Context: an optimization exercise on an open-source flow, tuned for small area, a short achievable clock period and few clock cycles per item. The choices shown serve that exercise and are no tape-out recipe. At most, simulation tests tie the RTL to the original design; equivalence was not proved. Power is estimated from default activity; no workload was simulated.

== the baseline ==
Design fsm_Hand, start of the top module:
module fsm_Hand(clk,rst,start,ready,result,write1,write2,SVMin,datain);
Size: ~2100 cells after synthesis, roughly 900 flip-flops, ~18 I/O pins.
export LEC_CHECK = 0
export CAP_MARGIN = 20
export CORE_MARGIN = 2
export CORE_UTILIZATION = 68
export CTS_CLUSTER_DIAMETER = 60
export CTS_CLUSTER_SIZE = 30
export SETUP_SLACK_MARGIN = 4.55
export SLEW_MARGIN = 20
create_clock -name core_clock -period 7.0 [get_ports {clk}]
run.sh (not shown) runs the stock make flow with config.mk's settings and CLKGATE_MAP_FILE= SYNTH_SCRIPT=/design/flow/synth_recipe.tcl, a recipe that flattens the netlist after the stock synthesis.
Inputs modified between the baseline and the candidate:
--- a/flow/config.mk
+++ b/flow/config.mk
@@ -8,5 +8,5 @@
 export CAP_MARGIN = 20
 export CORE_MARGIN = 2
-export CORE_UTILIZATION = 68
+export CORE_UTILIZATION = 65
 export CTS_CLUSTER_DIAMETER = 60
 export CTS_CLUSTER_SIZE = 30
Results
Of the baseline and the candidate, the lower number of rows created at floorplan belongs to the baseline.
As far as number of top-level pins goes, the baseline and the candidate are indistinguishable; the numbers are identical.
reg -> out as the classification of the worst setup path was reported by the candidate, and reg -> reg by the baseline.
Of the two values seen for startpoint of the most critical setup path, ready was produced by the candidate and dq.q[10][8] by the baseline.
Number of nets in the final layout: the baseline vs the candidate, no meaningful difference
Function was not checked in any run of this note: the RTL went through the layout flow alone.

* * *

## run 1
fsm_Hand, a different RTL version from the one above (not shown whole).
Size: ~870 flip-flops, about 18 I/O pins, about 34000 um^2 of cells after synthesis.
==> flow/config.mk <==
export PLATFORM = sky130hd
export DESIGN_NAME = fsm_Hand
export DESIGN_NICKNAME = fsm_Hand
export VERILOG_FILES = /design/flow/design.v
export SDC_FILE = /design/flow/constraint.sdc
export NUM_CORES = 4
export LEC_CHECK = 0
export CAP_MARGIN = 20
export CORE_MARGIN = 2
export CORE_UTILIZATION = 65
export CTS_CLUSTER_DIAMETER = 50
export CTS_CLUSTER_SIZE = 24
export SETUP_SLACK_MARGIN = 4.55
export SLEW_MARGIN = 20
==> flow/constraint.sdc <==
create_clock -name core_clock -period 7.0 [get_ports {clk}]
set_input_delay 1.4000 -clock core_clock [delete_from_list [all_inputs] [get_ports {clk}]]
set_output_delay 1.4000 -clock core_clock [all_outputs]
set_load 0.01 [all_outputs]
Testbench counts of run 1, summed over its fixed seeds: cycles 25,920, items 192.
What run 2 does differently from run 1 at the input level:
- CTS_CLUSTER_SIZE: 24 -> 32
- CTS_CLUSTER_DIAMETER: 50 -> 55
- Smallest setup slack after layout in run 2 vs run 1: up 0.0032 ns
- Against run 1, the final cell area of run 2 is lower.
- Going from run 1 to run 2, the clock network fraction of total power was found to have gone down by 3.8 points.
- Measured against run 2, the power of run 1 comes out at 1.06 times the reference value.
- Run 2 gives less shortest period the worst path allows than run 1 did.
- Of the two values seen for highest signal layer in the routed design, met5 was produced by run 1 and met4 by run 2.
- Count of clock-buffer cells in the layout went down by more than a quarter going from run 1 to run 2.
- [compare] base=run 1 new=run 2: number of vias in the routed layout moved down; fmax saw little to no change; post-route clock skew down 0.0058 ns.
- Measured against each other, run 1 and run 2 differ in power per cell area, the lower figure coming from run 2.
- Final cell count: higher on run 1
The following lists how run 3 was set up differently from run 2:
- a change of CTS_CLUSTER_DIAMETER from 55 to 60
- a change of CTS_CLUSTER_SIZE from 32 to 30
Notes after the runs:
- Run 3 vs. run 2: post-synthesis share of cell area spent on xor and xnor gates level; number of setup buffers added after CTS saw an increase.
- Of run 3 and run 2, it is run 3 that has the higher count of cells resized by post-cts repair.
- Run 3 vs. run 2: filler cell count in the final layout grew by 13; cell area after layout roughly the same; routed wire length ~0 delta.
- Re flip-flop and latch share of the layout cell area: run 3 is 0.18 points up on run 2.
- Comparing run 2 and run 3, the lower relative area change from synthesis to final layout was measured on run 3.
- In run 3, the final worst setup slack came out 0.014 ns above the value in run 2.
- Delta (run 3 minus run 2): share of the cycle needed by the critical path after routing went down, part of the total power dissipated in combinational logic went up.
The inputs of run 4 differ from those of run 3 as listed below.
- changing CORE_UTILIZATION from 65 to 68
[summary]
Taking run 3 as the reference, in run 4 average wire per standard cell increased by 0.90 um relative to the old numbers; global-route usage went up 1.8 points; number of global-route vias before repair moved up. met1 usage in global routing is higher on run 4.

* * *

fsm_Hand, a different RTL version from the one above (not shown whole).
Size: ~2200 cells after synthesis, roughly 890 flip-flops, roughly 18 I/O pins, about 35000 um2 of cells after synthesis.
==> flow/config.mk <==
export PLATFORM = sky130hd
export DESIGN_NAME = fsm_Hand
export DESIGN_NICKNAME = fsm_Hand
export VERILOG_FILES = /design/flow/design.v
export SDC_FILE = /design/flow/constraint.sdc
export NUM_CORES = 4
export LEC_CHECK = 0
export CAP_MARGIN = 20
export CORE_MARGIN = 2
export CORE_UTILIZATION = 65
export CTS_CLUSTER_DIAMETER = 70
export CTS_CLUSTER_SIZE = 36
export SETUP_SLACK_MARGIN = 4.55
export SLEW_MARGIN = 20
==> flow/constraint.sdc <==
create_clock -name core_clock -period 7.0 [get_ports {clk}]
set_input_delay 1.4000 -clock core_clock [delete_from_list [all_inputs] [get_ports {clk}]]
set_output_delay 1.4000 -clock core_clock [all_outputs]
set_load 0.01 [all_outputs]
Testbench counts at the start, summed over its fixed seeds: cycles 25,920, items 192.
Then changed:
--- a/flow/config.mk
+++ b/flow/config.mk
@@ -11,2 +11,3 @@
-export CTS_CLUSTER_DIAMETER = 70
-export CTS_CLUSTER_SIZE = 36
+export CTS_CLUSTER_DIAMETER = 60
+export CTS_CLUSTER_SIZE = 30
+export PLACE_DENSITY = 0.68
Total power climbs by about 1.6%.
Non-clock buffer count does not change.
Final area goes up by about 0.34%.
Register-to-register slack improves by 0.02 ns.
Combinational power hardly moves.
Sequential power stays flat.
First-iteration DRC count drops by about 0.3%.
Final cell count hardly moves.
Then changed:
--- a/flow/config.mk
+++ b/flow/config.mk
@@ -13 +13 @@
-export PLACE_DENSITY = 0.68
+export PLACE_DENSITY = 0.75
- routed wire length stays flat
- area after synthesis does not change
- via count shrinks slightly
- first-iteration DRC count grows by a few percent
- critical path depth stays the same
- combinational power barely changes
- clock power came out higher slightly
- power hardly moves
- clock-buffer cell count decreases by 2
- worst setup slack is worse by 0.022 ns
- synthesized cell count stays the same
Then changed:
--- a/flow/config.mk
+++ b/flow/config.mk
@@ -13 +12,0 @@
-export PLACE_DENSITY = 0.75
=>
- total power is about the same
- final cell count is about the same
- setup slack gains 0.022 ns

## static timing again, ports no longer ideal
How much do the figures lean on ideal ports? The routed layouts below were timed once more, with nothing changed but the port constraints. Step 1 (the two cells are an assumption about what drives the block):
set clk [get_ports {clk}]
set_driving_cell -lib_cell sky130_fd_sc_hd__clkbuf_16 $clk
set_driving_cell -lib_cell sky130_fd_sc_hd__buf_2 [delete_from_list [all_inputs] $clk]
Step 2 moves the port delays by t, midway between the first and last clock arrival at a register: inputs arrive t later, outputs are due t later. That takes back most of the time a late clock gives input paths. Three values: ideal, step 1, step 2; two values: the first two.
run | t, ns | setup WS [ns] | latest minus earliest clock arrival (ns) | slew at the worst register clock pin (ns)
the baseline | 0.659 | 4.448 / 4.402 / 3.970 | 0.030 / 0.031 | 0.11 / 0.11
the candidate | 0.664 | 4.436 / 4.376 / 3.993 | 0.040 / 0.040 | 0.11 / 0.11
run 1 | 0.691 | 4.447 / 4.383 / 4.018 | 0.043 / 0.044 | 0.09 / 0.09
run 2 | 0.689 | 4.450 / 4.387 / 4.008 | 0.034 / 0.034 | 0.11 / 0.11
run 3 | 0.668 | 4.463 / 4.399 / 3.936 | 0.031 / 0.030 | 0.11 / 0.11
run 4 | 0.665 | 4.471 / 4.410 / 3.934 | 0.032 / 0.032 | 0.11 / 0.11
the first run of note 3 | 0.676 | 4.443 / 4.386 / 3.898 | 0.044 / 0.045 | 0.12 / 0.12
the second run of note 3 | 0.665 | 4.485 / 4.427 / 3.907 | 0.044 / 0.044 | 0.11 / 0.11
the third run of note 3 | 0.665 | 4.463 / 4.402 / 3.889 | 0.029 / 0.028 | 0.11 / 0.11
the fourth run of note 3 | 0.665 | 4.485 / 4.427 / 3.907 | 0.044 / 0.044 | 0.11 / 0.11
After both steps setup and hold are still met in every run listed.
